This is an optimization exercise on Yosys and OpenROAD, whose aim is small area and a short achievable clock period, not a production implementation.
At most, simulation tests tie the RTL to the original design; equivalence was not proved.
The RTL of runs 2, 3 and 8 was laid out without a check of its function.
Power figures rest on the tool's default switching activity, not on a simulated workload.

### design/flow/design.v
module FIFO (clk,rst,en,wdata,wr_rd,rdata,valid,full,empty);
  input clk;
  input rst;
  input en;
  input wr_rd;
  input [7:0] wdata;
  output reg [7:0] rdata;
  output valid;
  output full;
  output empty;
  reg [7:0] mem[0:127];
  reg [6:0] wr_adress;
  reg [6:0] rd_adress;
  reg [7:0] status_counter;
  assign full= (status_counter==128);
  assign empty= (status_counter==0);
  assign valid =en & (!wr_rd);
  always @ (posedge clk) begin 
    if (rst) wr_adress<=0;
    else begin 
      if (en && wr_rd && !full) begin 
        mem[wr_adress]<=wdata;
        wr_adress<=wr_adress+1;
      end
    end
  end
  always @ (posedge clk) begin 
    if (rst) begin 
      rd_adress<=0;
      rdata<=0;
    end
    else begin 
      if (en && !wr_rd && !empty) begin 
        rdata<=mem[rd_adress];
        rd_adress<=rd_adress+1;
      end
    end
  end
  always @ (posedge clk) begin 
    if (rst) status_counter<=0;
    else begin 
      if (en && wr_rd && !full) status_counter<=status_counter+1;
      if (en && !wr_rd && !empty) status_counter<=status_counter-1;
    end
  end
endmodule
### design/flow/run.sh
#!/bin/bash
# synth_recipe.tcl (not shown) runs the flow's synth.tcl, then flattens the netlist and writes it again
# the make line also repeats each setting of config.mk as NAME=value (left out here)
make -C /OpenROAD-flow-scripts/flow DESIGN_CONFIG=/design/flow/config.mk WORK_HOME=/design/flow/orfs CLKGATE_MAP_FILE= SYNTH_SCRIPT=/design/flow/synth_recipe.tcl finish
### design/flow/config.mk
export PLATFORM = sky130hd
export DESIGN_NAME = FIFO
export DESIGN_NICKNAME = FIFO
export VERILOG_FILES = /design/flow/design.v
export SDC_FILE = /design/flow/constraint.sdc
export NUM_CORES = 4
export LEC_CHECK = 0
export CAP_MARGIN = 20
export CORE_MARGIN = 2
export CORE_UTILIZATION = 40
export SLEW_MARGIN = 20
### design/flow/constraint.sdc
create_clock -name core_clock -period 3.5 [get_ports {clk}]
set_input_delay 0.7000 -clock core_clock [delete_from_list [all_inputs] [get_ports {clk}]]
set_output_delay 0.7000 -clock core_clock [all_outputs]
set_load 0.01 [all_outputs]
==> impl_metrics.toml, run 1 <==
[layout]
stdcell_area_mm2 = 0.0484
n_fill_cell = 8569
synthToLayoutAreaGrowth_pct = 16.7
multi_input_area_mm2 = 0.00942
diodes = 0
ff_latch_area_mm2 = 0.0314
drive_gt1_share_pct = 23.6
fin_nets = 2464

[worst_setup_path]
critPathLaunchType = "register"
cp_max_fo = 4
worstPathRequired_ns = 2.80
cpMaxStageDelayCell = "clkdlybuf4s50_1"
worstSetupPathType = "register to output pin"
rr_startpoint = "rd_adress[2]$_SDFFE_PP0P_"
crit_arrival_ns = 2.58
path_cells = "nor4_1 -> nand2_1 -> nor2_1 -> clkdlybuf4s50_1"
max_stage_delay_ns = 0.63
rrSetupSlack_ns = 0.30
r2r-end = "rdata[0]$_SDFFE_PP0P_"
ff2ff_path_depth = 7
crit_path_end_kind = "output pin"

[detailed_routing]
post_drt_wl_per_cell_um = 26.0
drt-vias-per-instance = 5.53
wl_mm = 101
vias = 21620
firstDrtPassIters = 6
antenna_left = 0
drt_iter0_drc = 2405
drc_errors = 0

[synth]
ys_warn_count = 1
syn_inst = 2188
synth_edf_count = 1024
synth_top_cell_by_area = "edfxtp_1"
synthFlopType = "edfxtp_1"
yosysSeqAreaShare_pct = 75.6
synth-seq-cells = 1054
ys_top_cells_by_area = "edfxtp_1 74%, mux4_2 8.4%, mux2i_1 5.7%, nor2_1 1.6%, dfxtp_1 1.4%"
postSynth.asyncResetShare_pct = 0
syn-cell-area_mm2 = 0.0415
yosysUniqueCellTypes = 56
yosysTopAreaCellShare_pct = 74.1
syn_avg_cell_area_um2 = 19.0
syn-num-nets = 2209

[global_routing]
grt_pass1_vias = 22064
grt_pass1_wl_mm = 149
grt_max_degree = 81
antenna_found_initial = 2
grt.overflow.total = 0
grtUsageTotal_pct = 19.0

[sta]
slew_viol_final = 0
worstMarginPinSlew_ns = 0.947
min_period_over_period_pct = 93.8
setup_tns_ns = 0
rsz0062_at_grt = "no"
fin_crit_ns = 3.28
relSlewSlack_pct = 36.8
clock.fmax_mhz = 305
hold_viol_final = 0
skew_ns = 0.0227
setup-violations-final = 0

[floorplan]
rows = 118
initial_core_util_pct = 40.2
core-area_mm2 = 0.103
die-area_mm2 = 0.106
chipHeight_um = 326
io_pins = 23
dieWidth_um = 326

[placed_design]
hpwl_mm = 65.1
placed_area_mm2 = 0.0449
place.gp.congestion = 0.874
port_buffers = 22

[run_status]
status = "timing/DRC/antenna clean"

[hold_path]
whs_path_depth = 1
min_path_type = "input pin to register"
min-delay-start = "wdata[4]"
hold_end = "mem[34][4]$_DFFE_PP_"

[cts]
ctsResizeCount = 0
hold_buffers = 0
tritoncts = "yes"
cts_made_buffers = 101
clk_latency_ns = 0.68
cts_max_path_buffers = 3
htree_levels = 3
cts_setup_buffers = 0
clock_sinks = 1054
clk_pin_slew_ns = 0.06
cts.root.buffer_cell = "clkbuf_16"

[pwr]
p_leak_nw = 14.9
ir_drop_uv = 439
p_per_area_mw_per_mm2 = 562

[job]
maxCapViolations = 0
## synthesized netlist by cell type (6+ instances only)
cell      count
nor4_1       16
nand3b_1      9
nand3_1      27
a22o_1       13
dfxtp_1      30
a211oi_1     35
o221ai_1     18
mux4_2      154
xor2_1        8
mux2i_1     237
buf_2        44
or2_2         6
a21oi_1      41
nand2_1      42
ha_1          8
nor2b_1      11
a22oi_1      45
buf_6        10
edfxtp_1   1024
nor2_1      181
o21ai_0      15
o22ai_1      40
or3_1         9
nand2b_1     12
a31oi_1       9
clkbuf_1     40
buf_4        26
## critical path: cells and delay by family (launching register included)
family / cells / cell delay, ns
buffers and inverters: 1 / 0.63
flip-flops: 1 / 0.35
AND/OR/NAND/NOR: 3 / 0.94
## metal layers
layer	vias to the layer above	track usage [%]	routed length, um
met3	146	2.72	6490
met1	11291	26.6	43300
met2	756	30.8	48900
met4	2	6.23	2800
met5	-	0	10
li1	9425	-	-
## logic make-up (layout without fill, tap and decap cells)
group	count (synthesis)	in the layout	synth area share, %
AO/OA/AOI/OAI	251	251	4.26
XOR/XNOR	13	13	0.274
adder cells (fa/ha/maj)	9	9	0.289
buffers and inverters	130	472	1.78
flip-flops	1054	1054	75.6
multiplexers	391	391	14.1
AND/OR/NAND/NOR	340	340	3.77
## flip-flops by register name (all words and copies together) (netlist names)
register	cells
wr_adress	7
status_counter	8
rd_adress	7
mem	1024
rdata	8
## power by group
part / total (mW) / internal [mW] / switching (mW)
Clock: 11.4 / 6.76 / 4.61
Combinational: 1.88 / 0.832 / 1.05
Sequential: 13.9 / 13.9 / 0.0867
## cells in the final DEF (no fill, tap or decap), types with 11 or more instances in the layout
cell             instances
mux4_2                 154
a22oi_1                 45
dfxtp_1                 25
nor2_1                 180
bufinv_16               18
mux2i_1                237
clkinv_1                21
a21oi_1                 41
clkdlybuf4s50_1         14
clkbuf_1                11
nand3_1                 27
nor4_1                  16
edfxtp_1              1024
buf_4                  240
a22o_1                  13
buf_12                  24
a211oi_1                35
clkbuf_16              103
o22ai_1                 40
nand2_1                 42
nand2b_1                12
o221ai_1                18
clkinv_2                26
o21ai_0                 15
## area by class of cell
class                   count  share of cell area (%)
flip-flops and latches   1054                    64.8
multi-input cells        1004                    19.5
clock buffers             117                    5.49
repair buffers            278                    5.00
well taps                1380                    3.57
clock inverters            73                    1.68
inverters                   4                  0.0310
## stage by stage
stage          setup slack, ns  hold slack [ns]  util, %  total power, mW  instances
4_1_cts                  0.284            0.426     46.9             27.4       3910
2_1_floorplan            0.215            0.489        -             15.4       2188
3_3_place_gp             0.142            0.514     43.5             16.1       3720
5_1_grt                  0.134            0.436     46.9             28.0       3910
3_5_place_dp            0.0991            0.530     43.6             16.1       3720
6_report                 0.216            0.437     46.9             27.2       3910
## worst max-delay path by stage
stage / slack (ns) / end / startpoint
2_1_floorplan: 0.21 / status_counter[7]$_SDFFE_PP0P_ / en
3_3_place_gp: 0.14 / status_counter[7]$_SDFFE_PP0P_ / en
3_5_place_dp: 0.1 / status_counter[6]$_SDFFE_PP0P_ / en
4_1_cts: 0.28 / full / status_counter[3]$_SDFFE_PP0P_
5_1_grt: 0.13 / rdata[0]$_SDFFE_PP0P_ / rd_adress[0]$_SDFFE_PP0P_
6_report: 0.22 / full / status_counter[4]$_SDFFE_PP0P_
==> run 2: changes to the inputs <==
==> design/flow/design.v (replaced) <==
module FIFO (clk,rst,en,wdata,wr_rd,rdata,valid,full,empty);
  input clk;
  input rst;
  input en;
  input wr_rd;
  input [7:0] wdata;
  output reg [7:0] rdata;
  output valid;
  output reg full;
  output reg empty;
  reg [7:0] mem[0:127];
  reg [6:0] head;
  wire wr = en & wr_rd & ~full;
  wire rd = en & ~wr_rd & ~empty;
  assign valid = en & ~wr_rd;
  integer i;
  always @(posedge clk) begin
    if (wr) begin
      mem[0] <= wdata;
      for (i = 1; i < 128; i = i + 1) mem[i] <= mem[i-1];
    end
  end
  always @(posedge clk) begin
    if (rst) begin
      head  <= 7'd127;
      full  <= 1'b0;
      empty <= 1'b1;
      rdata <= 8'd0;
    end else if (wr) begin
      head  <= head + 7'd1;
      empty <= 1'b0;
      full  <= (head == 7'd126);
    end else if (rd) begin
      head  <= head - 7'd1;
      full  <= 1'b0;
      empty <= (head == 7'd0);
      rdata <= mem[head];
    end
  end
endmodule
==> run 2 against run 1 <==
The layout now fails its checks (setup timing); sequential share of layout area down 0.25 points; clock skew grew 0.0017 ns; sequential power up 6%; die area fell by 6.0%.
==> impl_metrics.toml, run 2 <==
[sta]
setup_tns_ns = -0.0718
min_period_over_period_pct = 101
worstMarginPinSlew_ns = 1.31
whs_ns = 0.434
fin_ws_ns = -0.0237
hold_viol_final = 0
fin_crit_ns = 3.52
relSlewSlack_pct = 12.1
skew_ns = 0.0244
clock.fmax_mhz = 284
rsz0062_at_grt = "no"
setup-violations-final = 5
slew_viol_final = 0

[layout]
largest_reg_flops = 1024
layout_common_cells = "1,024 x edfxtp_1, 391 x buf_4, 364 x a22oi_1, 118 x nor2_1, 108 x clkbuf_16"
synthToLayoutAreaGrowth_pct = 23.7
final_common_cell = "edfxtp_1"
regMostFlops = "mem"
fin_nets = 2765
drive_gt1_share_pct = 23.5
reg_top3 = "mem x1024, rdata x8, head x7"

[cts]
tritoncts = "yes"
clock_sinks = 1041
clk_latency_ns = 0.74
cts.root.buffer_cell = "clkbuf_16"
clk_pin_slew_ns = 0.07
cts_setup_buffers = 0
cts_made_buffers = 107
htree_levels = 3
hold_buffers = 0
cts_max_path_buffers = 3

[detailed_routing]
met2_length_mm = 83.1
drc_errors = 0
routed.top_layer = "met5"
drt_iter0_drc = 6289
wl_met3_mm = 29.2
post_drt_wl_per_cell_um = 49.6
vias = 28876
wl_mm = 205
met1Wirelength_mm = 76.2
drt-vias-per-instance = 7.00
antenna_left = 0
firstDrtPassIters = 9

[placed_design]
hpwl_mm = 153
place.gp.congestion = 1.10
port_buffers = 22

[synth]
synth_top_cell_by_area = "edfxtp_1"
yosysMostFrequentCell = "edfxtp_1"
yosysTopAreaCellShare_pct = 78.9
syn-num-nets = 2263
yosys-top-cells-count = "1,024 x edfxtp_1, 366 x a22oi_1, 139 x nor2_1, 70 x nand2_1, 59 x nand4_1"
synthFlopType = "edfxtp_1"
synth-seq-cells = 1041
ys_warn_count = 2
synth_edf_count = 1024
syn_avg_cell_area_um2 = 17.3
yosysSeqAreaShare_pct = 79.8
syn_inst = 2246
postSynth.asyncResetShare_pct = 0
ys_top_cells_by_area = "edfxtp_1 79%, a22oi_1 7.1%, nor2_1 1.3%, nand4_1 0.95%, dfxtp_1 0.87%"
yosysUniqueCellTypes = 72
syn-cell-area_mm2 = 0.0390

[floorplan]
die-area_mm2 = 0.0999
io_pins = 23
initial_core_util_pct = 40.3
core-area_mm2 = 0.0966
dieWidth_um = 316
rows = 114
chipHeight_um = 316

[hold_path]
min_path_type = "register to register"

[worst_setup_path]
crit_path_end_kind = "register"
max_stage_delay_ns = 0.99
path_cells = "buf_4 -> ha_2 -> buf_12 -> nor3b_1 -> buf_4 -> mux2i_1 -> nor2_1 -> nand4b_1 -> a2111o_1 -> buf_4 -> nor4b_4 -> buf_12 -> a221o_1"
cp_common_cell = "buf_4"
critPathLaunchType = "register"
cp_max_fo = 18
crit_arrival_ns = 4.14
worstPathRequired_ns = 4.11
worstSetupPathType = "register to register"
cpMaxStageDelayCell = "nor3b_1"

[job]
maxCapViolations = 0

[global_routing]
grtUsageTotal_pct = 40.7
grt_pass1_wl_mm = 261
grt_max_degree = 113
grt_pass1_vias = 26464
antenna_found_initial = 26
grt.overflow.total = 0

[run_status]
so_faults = "setup timing"
status = "finished with violations"

[pwr]
ir_drop_uv = 392
p_leak_nw = 16.4
p_per_area_mw_per_mm2 = 586
power_mw = 28.2
==> run 2: changes by cell type in the layout (fill, tap and decap cells not counted), sizes merged, moves of 28 or more <==
| cell | delta |
|---|---|
| nor2 | -42 |
| nand4 | +56 |
| mux2i | -228 |
| buf | +186 |
| a221oi | +29 |
| o22ai | -34 |
| nor3 | +33 |
| a22oi | +321 |
| nand2 | +28 |
| a211oi | -33 |
| mux4 | -154 |
==> run 2: critical path: cells and delay by family, from the launching register on <==
kind / cells / cell delay [ns]
flip-flops: 1 / 0.35
AO/OA/AOI/OAI: 2 / 0.54
AND/OR/NAND/NOR: 4 / 1.23
adder cells (fa/ha/maj): 1 / 0.23
multiplexers: 1 / 0.09
buffers and inverters: 5 / 0.95
==> run 2: cells by family (layout without fill, tap and decap cells) <==
group,after synthesis,in the layout,share of synthesized area [%]
multiplexers,18,18,0.491
adder cells (fa/ha/maj),6,6,0.186
AND/OR/NAND/NOR,510,510,7.02
XOR/XNOR,6,6,0.135
AO/OA/AOI/OAI,576,576,11.4
flip-flops,1041,1041,79.8
buffers and inverters,89,669,0.973
other,0,24,0
==> run 2: routing by layer <==
metal | vias up | GRT usage, %
met2 | 2832 | 55.2
met1 | 14847 | 54.5
met3 | 650 | 15.5
li1 | 10525 | -
met5 | - | 0
met4 | 22 | 26.9
==> run 2: area by class of cell <==
| cell class | instances | area (um2) |
|---|---|---|
| tap | 1276 | 1600 |
| clock buffer | 121 | 2750 |
| multi-input combinational | 1116 | 7670 |
| antenna | 24 | 60.1 |
| timing repair buffer | 472 | 4320 |
| fill | 8062 | 48400 |
| clock inverter | 66 | 673 |
| inverter | 10 | 37.5 |
| sequential | 1041 | 31100 |
==> run 2: repair_timing <==
action,4_1_cts,5_1_grt
endpoints found under the setup margin,8,8
gates resized for setup,1,20
pin swaps,0,3
==> run 2: worst paths after layout <==
path         cells after the start               endpoint  slack [ns]                 start
max                             13  rdata[1]$_SDFFE_PP0P_       -0.02  head[0]$_SDFFE_PP1P_
min                              0   mem[59][0]$_DFFE_PP_        0.43  mem[58][0]$_DFFE_PP_
max reg2reg                     13  rdata[1]$_SDFFE_PP0P_       -0.02  head[0]$_SDFFE_PP1P_
min reg2reg                      0   mem[59][0]$_DFFE_PP_        0.43  mem[58][0]$_DFFE_PP_
==> run 2: power by group <==
| group | internal [mW] | total (mW) | switching (mW) |
|---|---|---|---|
| registers | 14.3 | 14.7 | 0.443 |
| logic | 0.632 | 2.01 | 1.37 |
| clock network | 6.51 | 11.5 | 4.99 |
==> run 2: stage by stage <==
step	util, %	area (um2)	instances	worst slack (ns)
5_1_grt	49.9	48100	4102	0.00368
2_1_floorplan	-	39000	2246	-0.739
4_1_cts	49.8	48100	4102	0.0129
3_5_place_dp	46.3	44700	3915	-0.0356
3_3_place_gp	46.2	44600	3912	-0.233
6_report	49.9	48200	4126	-0.0237
==> run 3: changes to the inputs <==
==> design/flow/design.v (replaced) <==
module FIFO (clk,rst,en,wdata,wr_rd,rdata,valid,full,empty);
  input clk;
  input rst;
  input en;
  input wr_rd;
  input [7:0] wdata;
  output reg [7:0] rdata;
  output valid;
  output reg full;
  output reg empty;
  reg [7:0] mem[0:127];
  reg [6:0] wp;
  reg [6:0] rp;
  wire wr = en & wr_rd & ~full;
  wire rd = en & ~wr_rd & ~empty;
  assign valid = en & ~wr_rd;
  always @(posedge clk)
    if (wr) mem[wp] <= wdata;
  always @(posedge clk) begin
    if (rst) begin
      wp    <= 7'd0;
      rp    <= 7'd0;
      full  <= 1'b0;
      empty <= 1'b1;
      rdata <= 8'd0;
    end else if (wr) begin
      wp    <= wp + 7'd1;
      empty <= 1'b0;
      full  <= (wp + 7'd1 == rp);
    end else if (rd) begin
      rp    <= rp + 7'd1;
      full  <= 1'b0;
      empty <= (rp + 7'd1 == wp);
      rdata <= mem[rp];
    end
  end
endmodule
--- a/design/flow/config.mk
+++ b/design/flow/config.mk
@@ -8,4 +8,5 @@
 export CAP_MARGIN = 20
 export CORE_MARGIN = 2
 export CORE_UTILIZATION = 40
+export SETUP_SLACK_MARGIN = 1.6
 export SLEW_MARGIN = 20
==> run 3 against run 2 <==
Now clean on timing, DRC and antenna; cell count shrank 8.7%; first-iteration DRC count decreased by 63%; global-route usage is 21 points lower; routed wire length decreased by 50%; worst hold slack improved by 0.020 ns; maximum frequency rose by 40%; power decreased by 9.9%; synthesized cell count down 5.6%; count of clock-buffer cells in the layout rose by 9; critical path depth decreased by 6; highest routed layer is now met4.
==> impl_metrics.toml, run 3 <==
[sta]
whs_ns = 0.455
setup-violations-final = 0
relSlewSlack_pct = 41.8
fin_crit_ns = 2.52
slew_viol_final = 0
setup_tns_ns = 0
skew_ns = 0.0324
clock.fmax_mhz = 396
rsz0062_at_grt = "yes"
hold_viol_final = 0
min_period_over_period_pct = 72.1
worstMarginPinSlew_ns = 0.873

[synth]
ys_top_cells_by_area = "edfxtp_1 75%, mux4_2 8.6%, mux2i_1 4.9%, a22oi_1 1.7%, nor2_1 1.4%"
yosysMostFrequentCell = "edfxtp_1"
yosys-top-cells-count = "1,024 x edfxtp_1, 202 x mux2i_1, 157 x mux4_2, 155 x nor2_1, 95 x a22oi_1"
yosysTopAreaCellShare_pct = 74.6
synth_top_cell_by_area = "edfxtp_1"
syn-cell-area_mm2 = 0.0412
postSynth.asyncResetShare_pct = 0
yosysSeqAreaShare_pct = 75.8
syn_inst = 2120
synth_edf_count = 1024
syn-num-nets = 2134
syn_avg_cell_area_um2 = 19.4
yosysUniqueCellTypes = 55
synthFlopType = "edfxtp_1"
synth-seq-cells = 1048
ys_warn_count = 1

[pwr]
ir_drop_uv = 367
p_leak_nw = 14.6
p_per_area_mw_per_mm2 = 515

[worst_setup_path]
crit_path_end_kind = "register"
path_depth = 7
crit_buf_inv = 2
r2r-end = "rdata[2]$_SDFFE_PP0P_"
cpMaxStageDelayCell = "mux4_2"
rrSetupSlack_ns = 0.98
critPathLaunchType = "register"
cp_max_fo = 8
path_cells = "buf_12 -> buf_16 -> mux4_2 -> mux4_2 -> nor2b_4 -> o211ai_4 -> nand3_1"
ff2ff_path_depth = 7
max_stage_delay_ns = 0.60
path_delay_family = "multiplexers"
rr_startpoint = "rp[0]$_SDFFE_PP0P_"
cp_common_cell = "mux4_2"
crit_arrival_ns = 3.08
worstSetupPathType = "register to register"
worstPathRequired_ns = 4.05

[detailed_routing]
vias = 21169
post_drt_wl_per_cell_um = 27.2
drt-vias-per-instance = 5.62
drt_iter0_drc = 2321
firstDrtPassIters = 6
wl_mm = 103
antenna_left = 0
drc_errors = 0

[global_routing]
grt_pass1_wl_mm = 151
grt_pass1_vias = 21404
grtUsageTotal_pct = 19.3
antenna_found_initial = 0
grt_max_degree = 81
grt.overflow.total = 0

[hold_path]
min-delay-start = "wdata[4]"
min_path_type = "input pin to register"
hold_end = "mem[13][4]$_DFFE_PP_"
whs_path_depth = 1

[run_status]
status = "timing/DRC/antenna clean"

[layout]
layout_common_cells = "1,024 x edfxtp_1, 200 x mux2i_1, 167 x mux4_2, 120 x nor2_4, 113 x buf_4"
fin_nets = 2320
largest_reg_flops = 1024
reg_top3 = "mem x1024, rdata x8"
synthToLayoutAreaGrowth_pct = 20.0
ff_latch_area_mm2 = 0.0313
drive_gt1_share_pct = 31.0
multi_input_area_mm2 = 0.0106
n_fill_cell = 8297
regMostFlops = "mem"
final_common_cell = "edfxtp_1"

[floorplan]
initial_core_util_pct = 40.4
chipHeight_um = 325
rows = 117
die-area_mm2 = 0.106
dieWidth_um = 325
io_pins = 23
core-area_mm2 = 0.102

[cts]
clock_sinks = 1048
clk_pin_slew_ns = 0.06
tritoncts = "yes"
htree_levels = 3
cts_max_path_buffers = 3
cts.root.buffer_cell = "clkbuf_16"
cts_made_buffers = 106
clk_latency_ns = 0.69

[placed_design]
port_buffers = 22
hpwl_mm = 63.6
place.gp.congestion = 0.886

[job]
maxCapViolations = 0
## run 3: changes by cell type after synthesis, moves of 24 or more
cell / previous run / this run
a22o_1: 38 / 0
a221oi_1: 34 / 0
nand4_1: 59 / 17
nor3_1: 37 / 4
and3_1: 30 / 2
mux2i_1: 9 / 202
a32oi_1: 25 / 1
buf_2: 14 / 44
mux4_2: 0 / 157
nor4_1: 27 / 2
a22oi_1: 366 / 95
## run 3: worst max-delay path by stage
stage                            start                    end
floorplan                        wr_rd   mem[74][0]$_DFFE_PP_
CTS                 rp[0]$_SDFFE_PP0P_  rdata[4]$_SDFFE_PP0P_
finish              rp[0]$_SDFFE_PP0P_  rdata[2]$_SDFFE_PP0P_
global route        rp[0]$_SDFFE_PP0P_  rdata[0]$_SDFFE_PP0P_
detailed placement               wr_rd    mem[1][1]$_DFFE_PP_
global placement                 wr_rd    mem[1][0]$_DFFE_PP_
## run 3: cell type report
class / count / area share (%)
clock buffer: 130 / 5.63
clock inverter: 68 / 1.17
antenna: 1 / 0.00506
sequential: 1048 / 63.3
multi-input combinational: 949 / 21.4
inverter: 1 / 0.00759
timing repair buffer: 200 / 4.96
tap: 1368 / 3.46
## run 3: layer usage
layer | wire length (um) | GRT usage, %
met5 | 0 | 0
met4 | 2360 | 5.06
met3 | 6610 | 3.15
met2 | 50000 | 31.5
met1 | 43600 | 27.1
## run 3: through the flow
step / utilization [%] / instance area (um2) / setup WS, ns / instances / power [mW]
4_1_cts: 48.0 / 49000 / 0.987 / 3741 / 25.6
6_report: 48.5 / 49400 / 0.976 / 3765 / 25.4
2_1_floorplan: - / 42200 / 1.31 / 2120 / 14.3
5_1_grt: 48.5 / 49400 / 0.941 / 3764 / 26.1
3_3_place_gp: 43.3 / 44200 / 0.356 / 3484 / 14.7
3_5_place_dp: 43.3 / 44200 / 0.325 / 3484 / 14.7
## run 3: repair_timing
action | CTS | global route
endpoints found under the hold margin | 0 | 0
cloned | 5 | 1
setup endpoints to repair | 1052 | 701
hold buffers | 0 | 0
gates resized for setup | 229 | 44
buffers inserted | 54 | 22
pin swaps | 34 | 22
## run 3: cells by family after synthesis
logic type               count (synthesis)  synth area share (%)
AND/OR/NAND/NOR                        351                  3.95
AO/OA/AOI/OAI                          198                  3.42
multiplexers                           377                  14.6
adder cells (fa/ha/maj)                  2                0.0607
flip-flops                            1048                  75.8
buffers and inverters                  123                  1.70
XOR/XNOR                                21                 0.446
## run 3: worst register-to-register path, cell delays in order, from the launching register on
cell and delay (ns):
dfxtp_4 0.36, buf_12 0.17, buf_16 0.20, mux4_2 0.54
mux4_2 0.60, nor2b_4 0.18, o211ai_4 0.24, nand3_1 0.10
## run 3: power breakdown
group          leakage (nW)  total, mW  switching (mW)  internal, mW
sequential             9.41       13.8          0.0149          13.8
combinational          3.58      0.700           0.453         0.247
clock                  1.64       11.0            4.72          6.25
total                  14.6       25.4            5.19          20.3
==> run 4: changes to the inputs <==
==> design/flow/design.v (replaced) <==
module FIFO (clk,rst,en,wdata,wr_rd,rdata,valid,full,empty);
  input clk;
  input rst;
  input en;
  input wr_rd;
  input [7:0] wdata;
  output reg [7:0] rdata;
  output valid;
  output reg full;
  output reg empty;
  reg [7:0] mem[0:127];
  reg [7:0]  lo;    
  reg [15:0] hi;    
  wire wr = en & wr_rd & ~full;
  wire rd = en & ~wr_rd & ~empty;
  assign valid = en & ~wr_rd;
  integer i;
  always @(posedge clk) begin
    if (wr) begin
      mem[0] <= wdata;
      for (i = 1; i < 128; i = i + 1) mem[i] <= mem[i-1];
    end
  end
  reg [7:0] grp[0:15];
  reg [7:0] q;
  integer g, k;
  always @* begin
    for (g = 0; g < 16; g = g + 1) begin
      grp[g] = 8'd0;
      for (k = 0; k < 8; k = k + 1)
        grp[g] = grp[g] | (mem[8*g+k] & {8{lo[k]}});
    end
    q = 8'd0;
    for (g = 0; g < 16; g = g + 1)
      q = q | (grp[g] & {8{hi[g]}});
  end
  always @(posedge clk) begin
    if (rst) begin
      lo    <= 8'h80;
      hi    <= 16'h8000;
      full  <= 1'b0;
      empty <= 1'b1;
      rdata <= 8'd0;
    end else if (wr) begin
      lo    <= {lo[6:0], lo[7]};
      if (lo[7]) hi <= {hi[14:0], hi[15]};
      empty <= 1'b0;
      full  <= lo[6] & hi[15];
    end else if (rd) begin
      lo    <= {lo[0], lo[7:1]};
      if (lo[0]) hi <= {hi[0], hi[15:1]};
      full  <= 1'b0;
      empty <= lo[0] & hi[0];
      rdata <= q;
    end
  end
endmodule
--- a/design/flow/config.mk
+++ b/design/flow/config.mk
@@ -7,6 +7,8 @@
 export LEC_CHECK = 0
 export CAP_MARGIN = 20
 export CORE_MARGIN = 2
-export CORE_UTILIZATION = 40
-export SETUP_SLACK_MARGIN = 1.6
+export CORE_UTILIZATION = 65
+export CTS_CLUSTER_DIAMETER = 60
+export CTS_CLUSTER_SIZE = 30
+export SETUP_SLACK_MARGIN = 1.8
 export SLEW_MARGIN = 20
==> run 4 against run 3 <==
Clock skew about the same; synthesized area decreased by 7.1%; non-clock buffer count increased by 293; combinational power increased to 4.5 times the previous value; power increased by 1.1%; critical endpoint is now rdata[5]$_SDFFE_PP0P_; worst setup slack improved by 0.21 ns; count of clock-buffer cells in the layout decreased by 69; critical path depth unchanged; via count increased by 17%.
==> impl_metrics.toml, run 4 <==
[synth]
synth-seq-cells = 1058
yosysTopAreaCellShare_pct = 80.3
postSynth.asyncResetShare_pct = 0
synth_edf_count = 1024
syn-cell-area_mm2 = 0.0383
syn_avg_cell_area_um2 = 18.6
ys_warn_count = 3
yosysMostFrequentCell = "edfxtp_1"
synthFlopType = "edfxtp_1"
syn-num-nets = 2066
ys_top_cells_by_area = "edfxtp_1 80%, a22oi_1 10%, dfxtp_1 1.8%, nand4_1 1.6%, buf_6 1.1%"
yosysUniqueCellTypes = 33
synth_top_cell_by_area = "edfxtp_1"
yosys-top-cells-count = "1,024 x edfxtp_1, 527 x a22oi_1, 99 x nand4_1, 72 x clkbuf_1, 45 x nor2_1"
syn_inst = 2054
yosysSeqAreaShare_pct = 82.1

[cts]
clk_pin_slew_ns = 0.11
htree_levels = 2
cts_max_path_buffers = 3
clock_sinks = 1058
hold_buffers = 0
tritoncts = "yes"
clk_latency_ns = 0.68
cts.root.buffer_cell = "clkbuf_16"
cts_made_buffers = 52

[layout]
reg_top3 = "mem x1024, hi x16"
stdcell_area_mm2 = 0.0501
largest_reg_flops = 1024
drive_gt1_share_pct = 28.4
regMostFlops = "mem"
final_util_pct = 86.3
synthToLayoutAreaGrowth_pct = 30.8
final_common_cell = "edfxtp_1"
layout_common_cells = "1,024 x edfxtp_1, 483 x a22oi_1, 121 x buf_16, 113 x buf_12, 103 x clkbuf_16"
diodes = 0
fin_nets = 2469
stdcell_count = 3264

[placed_design]
dp.cells = 2778
placed_area_mm2 = 0.0396
place_ws_ns = 0.563
port_buffers = 22
place.gp.congestion = 0.809
hpwl_mm = 48.3

[global_routing]
grt_pass1_vias = 23036
grt.overflow.total = 0
grtUsageTotal_pct = 35.7
antenna_found_initial = 1
grt_pass1_wl_mm = 157
grt_max_degree = 52

[floorplan]
rows = 88
dieWidth_um = 247
io_pins = 23
initial_core_util_pct = 66.0
chipHeight_um = 247
die-area_mm2 = 0.0609
core-area_mm2 = 0.0580

[worst_setup_path]
path_cells = "buf_12 -> buf_4 -> a22oi_1 -> a41oi_1 -> nor4_4 -> nand4_1 -> o21a_1"
cpMaxStageDelayCell = "nor4_4"
worstPathRequired_ns = 4.05
critPathLaunchType = "register"
crit_buf_inv = 2
max_stage_delay_ns = 0.46
crit_path_end_kind = "register"
worstSetupPathType = "register to register"
cp_max_fo = 8
path_delay_family = "compound AO/OA/AOI/OAI gates"
crit_arrival_ns = 2.86

[sta]
fin_ws_ns = 1.19
min_period_over_period_pct = 66.0
slew_viol_final = 0
relSlewSlack_pct = 8.51
rsz0062_at_grt = "yes"
skew_ns = 0.0320
setup-violations-final = 0
worstMarginPinSlew_ns = 1.37
clock.fmax_mhz = 433
hold_viol_final = 0
fin_crit_ns = 2.31

[pwr]
power_mw = 25.7
p_per_area_mw_per_mm2 = 513
p_leak_nw = 16.7
ir_drop_uv = 706

[hold_path]
min_path_type = "register to register"

[run_status]
status = "timing/DRC/antenna clean"

[detailed_routing]
drt_iter0_drc = 4123
drt-vias-per-instance = 7.58
drc_errors = 0
post_drt_wl_per_cell_um = 36.5
vias = 24747
antenna_left = 0
firstDrtPassIters = 8
wl_mm = 119

[job]
maxCapViolations = 0
## run 4: changes by cell type after synthesis, sizes merged, moves of 35 or more
cell	before	now
mux2i	202	0
nor2	156	45
nand4	17	99
nand3	63	9
a22oi	95	536
clkbuf	37	72
a41oi	1	37
mux4	175	0
## run 4: power by group
part	total, mW	internal, mW	switching (mW)
combinational	3.15	1.53	1.62
clock	7.65	3.20	4.45
sequential	14.9	14.5	0.452
## run 4: worst register-to-register path, stage by stage, from the launching register on
cell and delay [ns]:
dfxtp_4 0.45, buf_12 0.20, buf_4 0.15, a22oi_1 0.25, a41oi_1 0.30, nor4_4 0.46
nand4_1 0.17, o21a_1 0.22
## run 4: repair_timing
| item | CTS | global route |
|---|---|---|
| cloned | 98 | 62 |
| pin swaps | 44 | 57 |
| setup buffers | 188 | 42 |
| resized for setup | 365 | 183 |
| endpoints found under the setup margin | 1051 | 987 |
## run 4: worst paths after layout
check	slack, ns	end	depth (start not counted)	start
max	1.19	rdata[5]$_SDFFE_PP0P_	7	lo[1]$_SDFFE_PP0P_
min reg2reg	0.44	mem[78][4]$_DFFE_PP_	0	mem[77][4]$_DFFE_PP_
max reg2reg	1.19	rdata[5]$_SDFFE_PP0P_	7	lo[1]$_SDFFE_PP0P_
min	0.44	mem[78][4]$_DFFE_PP_	0	mem[77][4]$_DFFE_PP_
## run 4: layout make-up
cell class | count | area [um2]
timing repair inverter | 2 | 20.0
inverter | 6 | 53.8
tap | 765 | 957
clock inverter | 35 | 455
timing repair buffer | 493 | 9160
clock buffer | 61 | 1400
sequential | 1058 | 31500
multi-input combinational | 844 | 6530
fill | 2225 | 7960
## run 4: metrics by stage
stage / TNS [ns] / hold WS [ns]
after floorplan: -440.52 / 0.427
after detailed placement: 0 / 0.434
after CTS: 0 / 0.444
after global routing: 0 / 0.453
after global placement: 0 / 0.428
final: 0 / 0.439
## run 4: cells by family (layout without fill, tap and decap cells)
group           Yosys count  after routing  share of synthesized area, %
compound gates          640            640                          12.8
buf+inv                 152            597                          2.34
simple gates            204            204                          2.77
flops                  1058           1058                          82.1
## run 4: per-layer routing
metal  track usage [%]  up-vias  wire (um)
met1              51.5    12473      41600
met4              13.5        0       6850
met3              7.65      470      16100
met2              54.5     2227      54800
li1                  -     9577          -
met5                 0        -          0
==> run 5: changes to the inputs <==
==> design/flow/config.mk (replaced) <==
export PLATFORM = sky130hd
export DESIGN_NAME = FIFO
export DESIGN_NICKNAME = FIFO
export VERILOG_FILES = /design/flow/design.v
export SDC_FILE = /design/flow/constraint.sdc
export NUM_CORES = 4
export LEC_CHECK = 0
export CAP_MARGIN = 20
export CORE_MARGIN = 2
export CORE_UTILIZATION = 40
export SETUP_SLACK_MARGIN = 1.6
export SLEW_MARGIN = 20
==> run 5 against run 4 <==
Clock power up 41%; critical path depth down 2; critical endpoint is now rdata[7]$_SDFFE_PP0P_; sequential power about the same; largest cell class unchanged; still clean; synthesized area unchanged.
==> impl_metrics.toml, run 5 <==
[synth]
ys_top_cells_by_area = "edfxtp_1 80%, a22oi_1 10%, dfxtp_1 1.8%, nand4_1 1.6%, buf_6 1.1%"
syn-cell-area_mm2 = 0.0383
yosys-top-cells-count = "1,024 x edfxtp_1, 527 x a22oi_1, 99 x nand4_1, 72 x clkbuf_1, 45 x nor2_1"
synthFlopType = "edfxtp_1"
yosysUniqueCellTypes = 33
yosysTopAreaCellShare_pct = 80.3
synth_top_cell_by_area = "edfxtp_1"
syn_inst = 2054
yosysMostFrequentCell = "edfxtp_1"
syn_avg_cell_area_um2 = 18.6
synth_edf_count = 1024
synth-seq-cells = 1058
postSynth.asyncResetShare_pct = 0
syn-num-nets = 2066
ys_warn_count = 3
yosysSeqAreaShare_pct = 82.1

[global_routing]
antenna_found_initial = 3
grt_pass1_wl_mm = 146
grt_max_degree = 84
grt.overflow.total = 0
grtUsageTotal_pct = 20.0
grt_pass1_vias = 21668

[placed_design]
port_buffers = 22
placed_area_mm2 = 0.0402
place.gp.congestion = 0.789
hpwl_mm = 47.9

[layout]
stdcell_area_mm2 = 0.0454
layout_common_cells = "1,024 x edfxtp_1, 479 x a22oi_1, 106 x clkbuf_16, 99 x nand4_1, 72 x buf_4"
largest_reg_flops = 1024
regMostFlops = "mem"
diodes = 0
final_common_cell = "edfxtp_1"
drive_gt1_share_pct = 18.4
fin_nets = 2214
synthToLayoutAreaGrowth_pct = 18.5
reg_top3 = "mem x1024, hi x16"

[pwr]
p_per_area_mw_per_mm2 = 610
power_mw = 27.7
p_leak_nw = 14.4
ir_drop_uv = 384

[detailed_routing]
antenna_left = 0
post_drt_wl_per_cell_um = 28.4
drt_iter0_drc = 3062
vias = 21981
firstDrtPassIters = 6
drt-vias-per-instance = 6.19
wl_mm = 101
drc_errors = 0

[worst_setup_path]
crit_arrival_ns = 2.60
cp_max_fo = 8
crit_path_start = "hi[12]$_SDFFE_PP0P_"
worstSetupPathType = "register to register"
critPathLaunchType = "register"
crit_path_end_kind = "register"
rr_startpoint = "hi[12]$_SDFFE_PP0P_"
worstPathRequired_ns = 4.06

[cts]
clk_latency_ns = 0.67
cts.root.buffer_cell = "clkbuf_16"
htree_levels = 3
cts_made_buffers = 103
tritoncts = "yes"
clock_sinks = 1058
cts_max_path_buffers = 3
clk_pin_slew_ns = 0.06

[hold_path]
min-delay-start = "mem[99][2]$_DFFE_PP_"
min_path_type = "register to register"

[job]
maxCapViolations = 0

[floorplan]
rows = 113
initial_core_util_pct = 40.4
dieWidth_um = 313
die-area_mm2 = 0.0982
core-area_mm2 = 0.0949
chipHeight_um = 313
io_pins = 23

[run_status]
status = "timing/DRC/antenna clean"

[sta]
fin_crit_ns = 2.04
setup-violations-final = 0
rsz0062_at_grt = "yes"
relSlewSlack_pct = 27.8
hold_viol_final = 0
worstMarginPinSlew_ns = 1.08
skew_ns = 0.0166
min_period_over_period_pct = 58.2
slew_viol_final = 0
clock.fmax_mhz = 491
==> run 5: timing repair <==
item	CTS	global route
endpoints found under the hold margin	0	0
resized for setup	129	74
cloned	8	3
hold buffers	0	0
setup buffers	69	10
endpoints found under the setup margin	935	161
pin swaps	43	41
==> run 5: cells by family (layout without fill, tap and decap cells) <==
family,Yosys count,count (layout),share of synthesized area (%)
buffers and inverters,152,385,2.34
and+or+nand+nor,204,204,2.77
AOI/OAI and AO/OA,640,640,12.8
DFF,1058,1058,82.1
==> run 5: layout make-up <==
class	instances	area [um2]
Timing Repair Buffer	188	2660
Inverter	6	58.8
Tap cell	1265	1580
Clock inverter	45	445
Multi-Input combinational cell	844	6320
Clock buffer	145	2810
Timing Repair inverter	1	8.76
Sequential cell	1058	31500
Fill cell	7690	49500
==> run 5: final timing paths <==
kind | depth (start not counted) | end | slack, ns
worst max-delay path | 5 | rdata[7]$_SDFFE_PP0P_ | 1.46
worst min-delay path | 0 | mem[100][2]$_DFFE_PP_ | 0.44
worst max register to register | 5 | rdata[7]$_SDFFE_PP0P_ | 1.46
worst min register to register | 0 | mem[100][2]$_DFFE_PP_ | 0.44
==> run 5: stage by stage <==
stage                     std cells  util, %  setup WS, ns  hold WS, ns  TNS (ns)
after global routing           3552     47.8          1.39        0.454         0
after floorplan                2054        -        -0.458        0.427   -440.52
after global placement         3272     42.4         0.719        0.428         0
final                          3552     47.8          1.46        0.441         0
after detailed placement       3272     42.4         0.683        0.433         0
after CTS                      3539     47.3          1.50        0.445         0
==> run 5: power breakdown <==
| group | internal, mW | total (mW) | leakage (nW) | switching, mW |
|---|---|---|---|---|
| Sequential | 14.5 | 14.9 | 9.89 | 0.389 |
| Combinational | 0.748 | 2.02 | 2.87 | 1.27 |
| Clock | 6.12 | 10.8 | 1.60 | 4.68 |
| Total | 21.3 | 27.7 | 14.4 | 6.34 |
==> run 5: worst max-delay path, stage by stage, from the launching register on <==
cell and delay, ns:
dfxtp_1 0.34, inv_1 0.63, a41oi_1 0.12, nor4_2 0.38
nand4_1 0.23, o21a_1 0.23
==> run 5: per-layer routing <==
layer	up-vias	GRT usage (%)	wire length [um]
li1	9037	-	-
met1	11393	28.8	41600
met2	1334	29.6	44800
met3	217	5.54	10800
met4	0	6.20	3510
met5	-	0	0
==> run 6: changes to the inputs <==
==> design/flow/flow/run.sh (new file) <==
#!/bin/bash
set -euo pipefail
export CTS_ARGS="-sink_clustering_enable -repair_clock_nets -dont_use_dummy_load -sink_clustering_size 24 -sink_clustering_max_diameter 80"
bash standard.sh finish > standard_flow.log 2>&1
==> design/flow/standard.sh (new file) <==
#!/bin/bash
# synth_recipe.tcl (not shown) runs the flow's synth.tcl, then flattens the netlist and writes it again
# the make line also repeats each setting of config.mk as NAME=value (left out here)
make -C /OpenROAD-flow-scripts/flow DESIGN_CONFIG=/design/flow/config.mk WORK_HOME=/design/flow/orfs CLKGATE_MAP_FILE= SYNTH_SCRIPT=/design/flow/synth_recipe.tcl "${@:-finish}"
--- a/design/flow/config.mk
+++ b/design/flow/config.mk
@@ -7,6 +7,6 @@
 export LEC_CHECK = 0
 export CAP_MARGIN = 20
 export CORE_MARGIN = 2
-export CORE_UTILIZATION = 40
+export CORE_UTILIZATION = 65
 export SETUP_SLACK_MARGIN = 1.6
 export SLEW_MARGIN = 20
removed: design/flow/run.sh
==> run 6 against run 5 <==
Final area down 6.2%; global-route usage up 11 points; routed wire length down 5.1%; critical path depth up 2; cell count down 18%; maximum frequency down 1.2%; largest power group unchanged; synthesized cell count unchanged; worst hold slack worse by 0.016 ns.
==> impl_metrics.toml, run 6 <==
[global_routing]
grt.overflow.total = 0
grtUsageTotal_pct = 31.3
grt_max_degree = 123
grt_pass1_wl_mm = 138
grt_pass1_vias = 20682
antenna_found_initial = 0

[placed_design]
dp.cells = 2764
hpwl_mm = 46.0
port_buffers = 22
place.gp.congestion = 0.795

[hold_path]
whs_path_depth = 0
hold_end = "mem[29][2]$_DFFE_PP_"
min-delay-start = "mem[28][2]$_DFFE_PP_"
min_path_type = "register to register"

[layout]
drive_gt1_share_pct = 14.6
synthToLayoutAreaGrowth_pct = 11.1
regMostFlops = "mem"
final_common_cell = "edfxtp_1"
fin_nets = 2157
reg_top3 = "mem x1024, hi x16"
stdcell_count = 2908
final_util_pct = 73.3
largest_reg_flops = 1024
layout_common_cells = "1,024 x edfxtp_1, 490 x a22oi_1, 99 x nand4_1, 70 x buf_4, 58 x clkbuf_16"
diodes = 0

[detailed_routing]
drc_errors = 0
antenna_left = 0
drt-vias-per-instance = 7.41
post_drt_wl_per_cell_um = 32.9
vias = 21538
wl_mm = 95.5
drt_iter0_drc = 3182
firstDrtPassIters = 5

[worst_setup_path]
crit_path_end_kind = "register"
path_delay_family = "compound AO/OA/AOI/OAI gates"
crit_buf_inv = 2
worstPathRequired_ns = 4.01
path_cells = "buf_12 -> buf_6 -> a22oi_2 -> nand4_1 -> a222oi_1 -> nand4_1 -> o21a_1"
r2r-end = "rdata[3]$_SDFFE_PP0P_"
ff2ff_path_depth = 7
critPathLaunchType = "register"
crit_arrival_ns = 2.57
cpMaxStageDelayCell = "dfxtp_4"
cp_common_cell = "nand4_1"
rrSetupSlack_ns = 1.44
rr_startpoint = "lo[5]$_SDFFE_PP0P_"
cp_max_fo = 8
worstSetupPathType = "register to register"
max_stage_delay_ns = 0.44

[cts]
clk_latency_ns = 0.64
hold_buffers = 0
cts_max_path_buffers = 3
cts.root.buffer_cell = "clkbuf_16"
clk_pin_slew_ns = 0.10
clock_sinks = 1058
tritoncts = "yes"
cts_made_buffers = 50
htree_levels = 2

[sta]
worstMarginPinSlew_ns = 1.15
slew_viol_final = 0
fin_crit_ns = 2.06
setup-violations-final = 0
hold_viol_final = 0
skew_ns = 0.0388
clock.fmax_mhz = 485
rsz0062_at_grt = "yes"
relSlewSlack_pct = 23.4
min_period_over_period_pct = 58.9

[floorplan]
io_pins = 23
dieWidth_um = 247
rows = 88
die-area_mm2 = 0.0609
chipHeight_um = 247
core-area_mm2 = 0.0580
initial_core_util_pct = 66.0

[pwr]
p_int_mw = 17.7
p_sw_mw = 5.25
share_comb_of_total_power_pct = 8.5
p_sw_share_pct = 22.8
p_leak_nw = 13.3
seq_power_share_pct = 64.6
ir_drop_uv = 455
p_per_area_mw_per_mm2 = 540
p_clk_share_pct = 26.9

[synth]
synth_top_cell_by_area = "edfxtp_1"
ys_warn_count = 3
syn-cell-area_mm2 = 0.0383
synthFlopType = "edfxtp_1"
yosysTopAreaCellShare_pct = 80.3
synth-seq-cells = 1058
yosysUniqueCellTypes = 33
postSynth.asyncResetShare_pct = 0
syn-num-nets = 2066
synth_edf_count = 1024
yosysSeqAreaShare_pct = 82.1
yosysMostFrequentCell = "edfxtp_1"
yosys-top-cells-count = "1,024 x edfxtp_1, 527 x a22oi_1, 99 x nand4_1, 72 x clkbuf_1, 45 x nor2_1"
syn_inst = 2054
syn_avg_cell_area_um2 = 18.6
ys_top_cells_by_area = "edfxtp_1 80%, a22oi_1 10%, dfxtp_1 1.8%, nand4_1 1.6%, buf_6 1.1%"

[job]
maxCapViolations = 0

[run_status]
status = "timing/DRC/antenna clean"
==> run 6: cell counts after synthesis <==
No cell type changed its count.
==> run 6: worst max-delay path by stage <==
stage | from | end | slack [ns] | depth (start not counted)
4_1_cts | lo[2]$_SDFFE_PP0P_ | rdata[3]$_SDFFE_PP0P_ | 1.48 | 8
3_5_place_dp | wr_rd | mem[94][2]$_DFFE_PP_ | 0.68 | 5
6_report | lo[5]$_SDFFE_PP0P_ | rdata[3]$_SDFFE_PP0P_ | 1.44 | 7
2_1_floorplan | wr_rd | hi[13]$_SDFFE_PP0P_ | -0.46 | 5
3_3_place_gp | wr_rd | mem[94][2]$_DFFE_PP_ | 0.75 | 5
5_1_grt | lo[5]$_SDFFE_PP0P_ | rdata[6]$_SDFFE_PP0P_ | 1.37 | 7
==> run 6: layout make-up <==
| class | count | area, um2 |
|---|---|---|
| flip-flops and latches | 1058 | 31500 |
| fillers | 3379 | 15500 |
| multi-input cells | 844 | 6240 |
| repair buffers | 185 | 2560 |
| clock buffers | 50 | 1250 |
| well taps | 765 | 957 |
| inverters | 6 | 62.6 |
==> run 6: what timing repair did <==
| item | CTS | global route |
|---|---|---|
| setup endpoints to repair | 932 | 478 |
| resized for setup | 127 | 44 |
| gates cloned | 7 | 8 |
| setup buffers | 62 | 17 |
| pin swaps | 55 | 23 |
==> run 6: kinds of logic after synthesis <==
group / count (synthesis) / synth area share [%]
compound gates: 640 / 12.8
flops: 1058 / 82.1
buf+inv: 152 / 2.34
simple gates: 204 / 2.77
==> run 6: layer usage <==
metal	routed length [um]	global-route usage, %
met3	10800	5.32
met5	0	0
met1	37800	48.0
met4	2950	10.2
met2	44000	46.6
==> run 6: power groups by stage <==
stage                     Combinational [mW]  Clock, mW  Sequential [mW]
final                                   1.96       6.18             14.8
after floorplan                         1.02          0             15.0
after CTS                               1.83       6.30             14.8
after detailed placement                1.39          0             15.2
after global routing                    2.05       6.68             14.9
after global placement                  1.36          0             15.2
==> run 6: metrics by stage <==
step	setup slack (ns)	hold WS (ns)	total power, mW	cell area (um2)	setup TNS, ns
global placement	0.754	0.427	16.6	39500	0
global route	1.37	0.438	23.6	42600	0
CTS	1.48	0.427	23.0	42000	0
floorplan	-0.458	0.427	16.0	38300	-440.52
detailed placement	0.684	0.434	16.6	39500	0
finish	1.44	0.425	23.0	42600	0
==> run 6: worst reg2reg max path, stage by stage (launching register included) <==
cell,delay [ns]
dfxtp_4,0.44
buf_12,0.18
buf_6,0.13
a22oi_2,0.14
nand4_1,0.16
a222oi_1,0.39
nand4_1,0.26
o21a_1,0.24
==> run 7: changes to the inputs <==
==> design/flow/design.v (replaced) <==
module FIFO (clk,rst,en,wdata,wr_rd,rdata,valid,full,empty);
  input clk;
  input rst;
  input en;
  input wr_rd;
  input [7:0] wdata;
  output reg [7:0] rdata;
  output valid;
  output reg full;
  output reg empty;
  reg [7:0] mem[0:127];
  reg [7:0]  lo[0:3];   
  reg [15:0] hi;        
  wire wr = en & wr_rd & ~full;
  wire rd = en & ~wr_rd & ~empty;
  assign valid = en & ~wr_rd;
  integer i;
  always @(posedge clk) begin
    if (wr) begin
      mem[0] <= wdata;
      for (i = 1; i < 128; i = i + 1) mem[i] <= mem[i-1];
    end
  end
  reg [7:0] grp[0:15];
  reg [7:0] q;
  integer g, k;
  always @* begin
    for (g = 0; g < 16; g = g + 1) begin
      grp[g] = 8'd0;
      for (k = 0; k < 8; k = k + 1)
        grp[g] = grp[g] | (mem[8*g+k] & {{2{lo[3][k]}}, {2{lo[2][k]}}, {2{lo[1][k]}}, {2{lo[0][k]}}});
    end
    q = 8'd0;
    for (g = 0; g < 16; g = g + 1)
      q = q | (grp[g] & {8{hi[g]}});
  end
  integer c;
  always @(posedge clk) begin
    if (rst) begin
      for (c = 0; c < 4; c = c + 1) lo[c] <= 8'h80;
      hi    <= 16'h8000;
      full  <= 1'b0;
      empty <= 1'b1;
      rdata <= 8'd0;
    end else if (wr) begin
      for (c = 0; c < 4; c = c + 1) lo[c] <= {lo[c][6:0], lo[c][7]};
      if (lo[0][7]) hi <= {hi[14:0], hi[15]};
      empty <= 1'b0;
      full  <= lo[0][6] & hi[15];
    end else if (rd) begin
      for (c = 0; c < 4; c = c + 1) lo[c] <= {lo[c][0], lo[c][7:1]};
      if (lo[0][0]) hi <= {hi[0], hi[15:1]};
      full  <= 1'b0;
      empty <= lo[0][0] & hi[0];
      rdata <= q;
    end
  end
endmodule
==> run 7 against run 6 <==
Still clean; combinational power is 36% lower; core utilization is 1.6 points lower; maximum frequency is 7.9% higher; die area is 2.9% higher; sequential share of layout area is 0.26 points higher; synthesized cell count is 5.6% higher; non-clock buffer count is 7 higher; critical endpoint is now rdata[2]$_SDFFE_PP0P_.
==> impl_metrics.toml, run 7 <==
[global_routing]
antenna_found_initial = 2
grt_use_met3_pct = 5.60
grt_max_degree = 120
grt_pass1_vias = 21111
grtUsageTotal_pct = 28.0
grt.overflow.total = 0
grt-busiest-layer = "met2"
grt_util_met1_pct = 41.6
met2_usage_pct = 42.3
grt_pass1_wl_mm = 132

[sta]
min_period_over_period_pct = 54.6
whs_ns = 0.422
slew_viol_final = 0
fin_crit_ns = 1.91
clock.fmax_mhz = 524
setup_tns_ns = 0
rsz0062_at_grt = "yes"
setup-violations-final = 0
worstMarginPinSlew_ns = 1.19
skew_ns = 0.0366
relSlewSlack_pct = 20.6
hold_viol_final = 0
fin_ws_ns = 1.59

[floorplan]
rows = 90
core-area_mm2 = 0.0601
dieWidth_um = 250
io_pins = 23
initial_core_util_pct = 65.6
chipHeight_um = 250
die-area_mm2 = 0.0626

[synth]
postSynth.asyncResetShare_pct = 0
synth-seq-cells = 1082
syn_inst = 2170
synth_edf_count = 1024
syn-num-nets = 2182
syn_avg_cell_area_um2 = 18.2
ys_top_cells_by_area = "edfxtp_1 78%, a22oi_1 10%, dfxtp_1 2.9%, buf_6 1.6%, nand4_1 1.6%"
yosysTopAreaCellShare_pct = 78.0
synth_top_cell_by_area = "edfxtp_1"
syn-cell-area_mm2 = 0.0394
ys_warn_count = 4
yosysUniqueCellTypes = 33
yosys-top-cells-count = "1,024 x edfxtp_1, 536 x a22oi_1, 98 x nand4_1, 74 x clkbuf_1, 73 x nand2_1"
yosysSeqAreaShare_pct = 80.9
synthFlopType = "edfxtp_1"
yosysMostFrequentCell = "edfxtp_1"

[cts]
clk_pin_slew_ns = 0.10
tritoncts = "yes"
htree_levels = 2
cts.root.buffer_cell = "clkbuf_16"
clock_sinks = 1082
clk_latency_ns = 0.63
cts_made_buffers = 51
cts_max_path_buffers = 3
hold_buffers = 0

[placed_design]
place_ws_ns = 0.644
hpwl_mm = 50.0
placed_area_mm2 = 0.0406
place.gp.congestion = 0.794
port_buffers = 22

[detailed_routing]
antenna_left = 0
vias = 21520
wl_mm = 89.8
post_drt_wl_per_cell_um = 29.6
drc_errors = 0
drt-vias-per-instance = 7.10
firstDrtPassIters = 6
drt_iter0_drc = 2725

[worst_setup_path]
worstPathRequired_ns = 4.02
ff2ff_path_depth = 7
worstSetupPathType = "register to register"
crit_arrival_ns = 2.43
cp_max_fo = 11
crit_path_end_kind = "register"
critPathLaunchType = "register"

[layout]
largest_reg_flops = 1024
final_common_cell = "edfxtp_1"
diodes = 0
synthToLayoutAreaGrowth_pct = 9.44
n_fill_cell = 3714
regMostFlops = "mem"
final_util_pct = 71.8
layout_common_cells = "1,024 x edfxtp_1, 503 x a22oi_1, 102 x buf_4, 98 x nand4_1, 73 x nand2_1"
stdcell_area_mm2 = 0.0431
drive_gt1_share_pct = 15.5
reg_top3 = "mem x1024, lo x32, hi x16"
fin_nets = 2265

[job]
maxCapViolations = 0

[pwr]
p_leak_nw = 13.4
ir_drop_uv = 467
p_per_area_mw_per_mm2 = 524

[run_status]
status = "timing/DRC/antenna clean"

[hold_path]
min_path_type = "register to register"
whs_path_depth = 0
==> run 7: cell types whose count changed after synthesis, sizes merged, moves of 4 or more <==
cell | previous run | this run
nand2b | 1 | 5
nor2 | 45 | 38
buf | 74 | 90
nand2 | 40 | 73
a21oi | 21 | 39
dfxtp | 34 | 58
a211oi | 5 | 0
a22oi | 536 | 559
==> run 7: power by group <==
part | switching (mW) | internal (mW) | leakage (nW)
Clock | 3.70 | 2.61 | 0.628
Combinational | 0.815 | 0.437 | 2.62
Sequential | 0.374 | 14.7 | 10.1
==> run 7: layout make-up <==
type                       instances  area [um2]  share of cell area (%)
sequential                      1082       32000                    74.3
multi-input combinational        918        6700                    15.5
timing repair buffer             192        2070                    4.80
clock buffer                      51        1280                    2.96
tap                              782         978                    2.27
inverter                           6        67.6                   0.157
timing repair inverter             2        17.5                  0.0406
==> run 7: path summary, 6_finish.rpt <==
check,from,end,slack (ns)
worst max-delay path,lo[1][5]$_SDFFE_PP0P_,rdata[2]$_SDFFE_PP0P_,1.59
worst min-delay path,mem[5][4]$_DFFE_PP_,mem[6][4]$_DFFE_PP_,0.42
worst max register to register,lo[1][5]$_SDFFE_PP0P_,rdata[2]$_SDFFE_PP0P_,1.59
worst min register to register,mem[5][4]$_DFFE_PP_,mem[6][4]$_DFFE_PP_,0.42
==> run 7: through the flow <==
| stage | power, mW | std cells |
|---|---|---|
| finish | 22.6 | 3033 |
| global route | 23.3 | 3033 |
| CTS | 22.6 | 2971 |
| detailed placement | 16.5 | 2908 |
| global placement | 16.4 | 2908 |
| floorplan | 16.0 | 2170 |
==> run 7: repair_timing <==
action,in CTS,in global routing
gates resized for setup,140,77
endpoints found under the setup margin,1012,248
endpoints found under the hold margin,0,0
gates cloned,0,6
buffers inserted,12,56
pin swaps,7,33
==> run 7: critical path, cell delays in order (launching register included) <==
cell       delay [ns]
dfxtp_4          0.38
buf_6            0.16
buf_4            0.19
a22oi_2          0.17
a41oi_2          0.18
a2111oi_4        0.32
nand4_1          0.16
o21a_1           0.22
==> run 7: kinds of logic after synthesis <==
group	after synthesis	synth area share, %
AO/OA/AOI/OAI	683	13.3
buffers and inverters	170	2.76
flip-flops	1082	80.9
AND/OR/NAND/NOR	235	3.01
==> run 7: layer usage <==
layer | wire length (um) | up-vias
met2 | 41600 | 1102
li1 | - | 9198
met5 | 18 | -
met4 | 3190 | 4
met1 | 36600 | 11027
met3 | 8410 | 189
==> run 8: changes to the inputs <==
--- a/design/flow/design.v
+++ b/design/flow/design.v
@@ -11,15 +11,18 @@
   reg [7:0] mem[0:127];
   reg [7:0]  lo[0:3];   
   reg [15:0] hi;        
+  reg  [7:0] fullc;    
   wire wr = en & wr_rd & ~full;
+  wire [7:0] wrb = {8{en & wr_rd}} & ~fullc;   
   wire rd = en & ~wr_rd & ~empty;
   assign valid = en & ~wr_rd;
-  integer i;
+  integer i, b;
   always @(posedge clk) begin
-    if (wr) begin
-      mem[0] <= wdata;
-      for (i = 1; i < 128; i = i + 1) mem[i] <= mem[i-1];
-    end
+    for (b = 0; b < 8; b = b + 1)
+      if (wrb[b]) begin
+        mem[0][b] <= wdata[b];
+        for (i = 1; i < 128; i = i + 1) mem[i][b] <= mem[i-1][b];
+      end
   end
   reg [7:0] grp[0:15];
   reg [7:0] q;
@@ -40,6 +43,7 @@
       for (c = 0; c < 4; c = c + 1) lo[c] <= 8'h80;
       hi    <= 16'h8000;
       full  <= 1'b0;
+      fullc <= 8'd0;
       empty <= 1'b1;
       rdata <= 8'd0;
     end else if (wr) begin
@@ -47,10 +51,12 @@
       if (lo[0][7]) hi <= {hi[14:0], hi[15]};
       empty <= 1'b0;
       full  <= lo[0][6] & hi[15];
+      for (c = 0; c < 8; c = c + 1) fullc[c] <= lo[c/2][6] & hi[15];
     end else if (rd) begin
       for (c = 0; c < 4; c = c + 1) lo[c] <= {lo[c][0], lo[c][7:1]};
       if (lo[0][0]) hi <= {hi[0], hi[15:1]};
       full  <= 1'b0;
+      fullc <= 8'd0;
       empty <= lo[0][0] & hi[0];
       rdata <= q;
     end
==> run 8 against run 7 <==
Clock power about the same; cell count down 0.96%; worst setup slack better by 0.0081 ns; final area down 1.5%; flip-flop and latch count up 3; count of clock-buffer cells in the layout unchanged; non-clock buffer count down 30; critical endpoint is now rdata[3]$_SDFFE_PP0P_; combinational power down 15%.
==> impl_metrics.toml, run 8 <==
[synth]
yosys-top-cells-count = "1,024 x edfxtp_1, 559 x a22oi_1, 99 x nand4_1, 67 x clkbuf_1, 61 x dfxtp_1"
synth_edf_count = 1024
yosysUniqueCellTypes = 38
syn_avg_cell_area_um2 = 18.1
synth-seq-cells = 1085
synthFlopType = "edfxtp_1"
syn-cell-area_mm2 = 0.0393
synth_top_cell_by_area = "edfxtp_1"
syn-num-nets = 2186
postSynth.asyncResetShare_pct = 0
yosysMostFrequentCell = "edfxtp_1"
syn_inst = 2174
ys_top_cells_by_area = "edfxtp_1 78%, a22oi_1 11%, dfxtp_1 3.1%, nand4_1 1.6%, buf_6 0.97%"
yosysTopAreaCellShare_pct = 78.2
yosysSeqAreaShare_pct = 81.3
ys_warn_count = 4

[layout]
final_common_cell = "edfxtp_1"
regMostFlops = "mem"
stdcell_count = 3004
stdcell_area_mm2 = 0.0425
layout_common_cells = "1,024 x edfxtp_1, 551 x a22oi_1, 99 x nand4_1, 97 x buf_4, 59 x nand2_1"
diodes = 0
fin_nets = 2236
synthToLayoutAreaGrowth_pct = 8.07
largest_reg_flops = 1024
reg_top3 = "mem x1024, lo x32, hi x16"
drive_gt1_share_pct = 12.2

[detailed_routing]
antenna_left = 0
drt-vias-per-instance = 7.21
vias = 21665
wl_mm = 88.4
firstDrtPassIters = 5
drt_iter0_drc = 2938
drc_errors = 0
post_drt_wl_per_cell_um = 29.4

[worst_setup_path]
cp_max_fo = 13
worstSetupPathType = "register to register"
crit_arrival_ns = 2.42
critPathLaunchType = "register"
worstPathRequired_ns = 4.02
crit_path_end_kind = "register"

[run_status]
status = "timing/DRC/antenna clean"

[pwr]
power_mw = 22.4
p_per_area_mw_per_mm2 = 528
p_leak_nw = 13.1
p_sw_mw = 4.77
p_clk_share_pct = 28.1
ir_drop_uv = 471
p_sw_share_pct = 21.3
share_comb_of_total_power_pct = 4.7
p_int_mw = 17.7
seq_power_share_pct = 67.2

[sta]
relSlewSlack_pct = 24.2
slew_viol_final = 0
fin_ws_ns = 1.60
setup-violations-final = 0
skew_ns = 0.0254
fin_crit_ns = 1.90
whs_ns = 0.433
worstMarginPinSlew_ns = 1.14
clock.fmax_mhz = 526
min_period_over_period_pct = 54.3
hold_viol_final = 0
rsz0062_at_grt = "yes"

[global_routing]
grt_pass1_vias = 20909
grt_max_degree = 98
grtUsageTotal_pct = 27.9
grt.overflow.total = 0
antenna_found_initial = 0
grt_pass1_wl_mm = 131

[cts]
cts_made_buffers = 51
tritoncts = "yes"
hold_buffers = 0
cts_max_path_buffers = 3
clock_sinks = 1085
clk_latency_ns = 0.64
clk_pin_slew_ns = 0.09
cts.root.buffer_cell = "clkbuf_16"
htree_levels = 2

[placed_design]
hpwl_mm = 49.7
dp.cells = 2911
place.gp.congestion = 0.788
placed_area_mm2 = 0.0406
port_buffers = 22
place_ws_ns = 0.497

[floorplan]
die-area_mm2 = 0.0625
rows = 90
initial_core_util_pct = 65.4
io_pins = 23
core-area_mm2 = 0.0601
dieWidth_um = 250
chipHeight_um = 250

[job]
maxCapViolations = 0

[hold_path]
min_path_type = "register to register"
==> run 8: repair_timing <==
action,CTS,global route
setup buffers,14,28
endpoints found under the setup margin,846,31
resized for setup,117,51
pin swaps,8,17
==> run 8: logic make-up after synthesis <==
logic type             share of synthesized area [%]
AND/OR/NAND/NOR                                 2.87
flip-flops                                      81.3
multiplexers                                  0.0255
AO/OA/AOI/OAI                                   13.3
buffers and inverters                           2.50
==> run 8: final timing paths <==
check	start	depth (start not counted)	to	slack, ns
worst max-delay path	lo[1][0]$_SDFFE_PP0P_	6	rdata[3]$_SDFFE_PP0P_	1.60
worst min-delay path	mem[19][5]$_DFFE_PP_	0	mem[20][5]$_DFFE_PP_	0.43
worst max register to register	lo[1][0]$_SDFFE_PP0P_	6	rdata[3]$_SDFFE_PP0P_	1.60
worst min register to register	mem[19][5]$_DFFE_PP_	0	mem[20][5]$_DFFE_PP_	0.43
==> run 8: worst max-delay path, cell delays in order, from the launching register on <==
cell and delay [ns]:
dfxtp_4 0.42, buf_4 0.22, a22oi_1 0.26, a41oi_2 0.22, nor4_4 0.37, nand4_1 0.12, o21a_1 0.17
==> run 8: through the flow <==
stage	setup TNS, ns	util (%)
2_1_floorplan	-1114.28	-
3_3_place_gp	0	67.5
3_5_place_dp	0	67.5
4_1_cts	0	70.0
5_1_grt	0	70.7
6_report	0	70.7
==> run 8: routing by layer <==
layer,share of wire (%),up-vias,GRT usage (%)
met4,2.8,0,8.73
met5,0,-,0
met1,43,11218,43.6
li1,-,9164,-
met2,46,1136,41.3
met3,8.9,147,4.19
==> run 8: final cells by class <==
type | instances | area [um2]
Sequential cell | 1085 | 32100
Fill cell | 3806 | 17600
Multi-Input combinational cell | 918 | 6540
Timing Repair Buffer | 162 | 1580
Clock buffer | 51 | 1280
Tap cell | 782 | 978
Inverter | 6 | 38.8
==> run 8: power by group through the flow <==
stage,Combinational (mW),Clock [mW],Sequential (mW)
final,1.06,6.31,15.1
after global routing,1.14,6.83,15.1
after CTS,1.00,6.43,15.1
after detailed placement,0.979,0,15.4
after global placement,0.955,0,15.4
after floorplan,0.669,0,15.2

==> separate check: timing with driven ports <==
The results above use ideal ports. As a check the final layouts listed here were re-extracted and re-timed, cells and wires unchanged. Step 1, drivers: a clkbuf_16 drives clk and a buf_2 each remaining input, both assumed. Step 2 moves the port delays by t, midway between the first and last clock arrival at a register: inputs arrive t later, outputs are due t later. That takes back most of the time a late clock gives input paths. a / b / c = ideal / step 1 / step 2; a / b = the first two.
| run | t, ns | setup WS [ns] | hold slack, ns | worst register clock-pin slew, ns | cell pins on the clock port's net |
|---|---|---|---|---|---|
| run 1 | 0.736 | 0.216 / 0.151 / 0.060 | 0.437 / 0.415 / 0.540 | 0.07 / 0.07 | 1 |
| run 2 | 0.793 | -0.024 / -0.024 / -0.024 | 0.434 / 0.434 / 0.434 | 0.07 / 0.07 | 1 |
| run 3 | 0.744 | 0.976 / 0.976 / 0.775 | 0.455 / 0.409 / 0.539 | 0.07 / 0.07 | 1 |
| run 4 | 0.720 | 1.191 / 1.191 / 1.026 | 0.439 / 0.439 / 0.439 | 0.12 / 0.12 | 1 |
| run 5 | 0.730 | 1.464 / 1.464 / 1.114 | 0.441 / 0.441 / 0.441 | 0.07 / 0.07 | 1 |
| run 6 | 0.670 | 1.440 / 1.440 / 1.246 | 0.425 / 0.425 / 0.425 | 0.10 / 0.10 | 1 |
| run 7 | 0.674 | 1.590 / 1.588 / 1.160 | 0.422 / 0.422 / 0.422 | 0.10 / 0.10 | 1 |
| run 8 | 0.690 | 1.598 / 1.579 / 1.002 | 0.433 / 0.433 / 0.433 | 0.10 / 0.10 | 1 |
For run 8, which loses most, drivers alone change the setup slack by -0.019 ns; drivers and shift together by -0.596 ns.
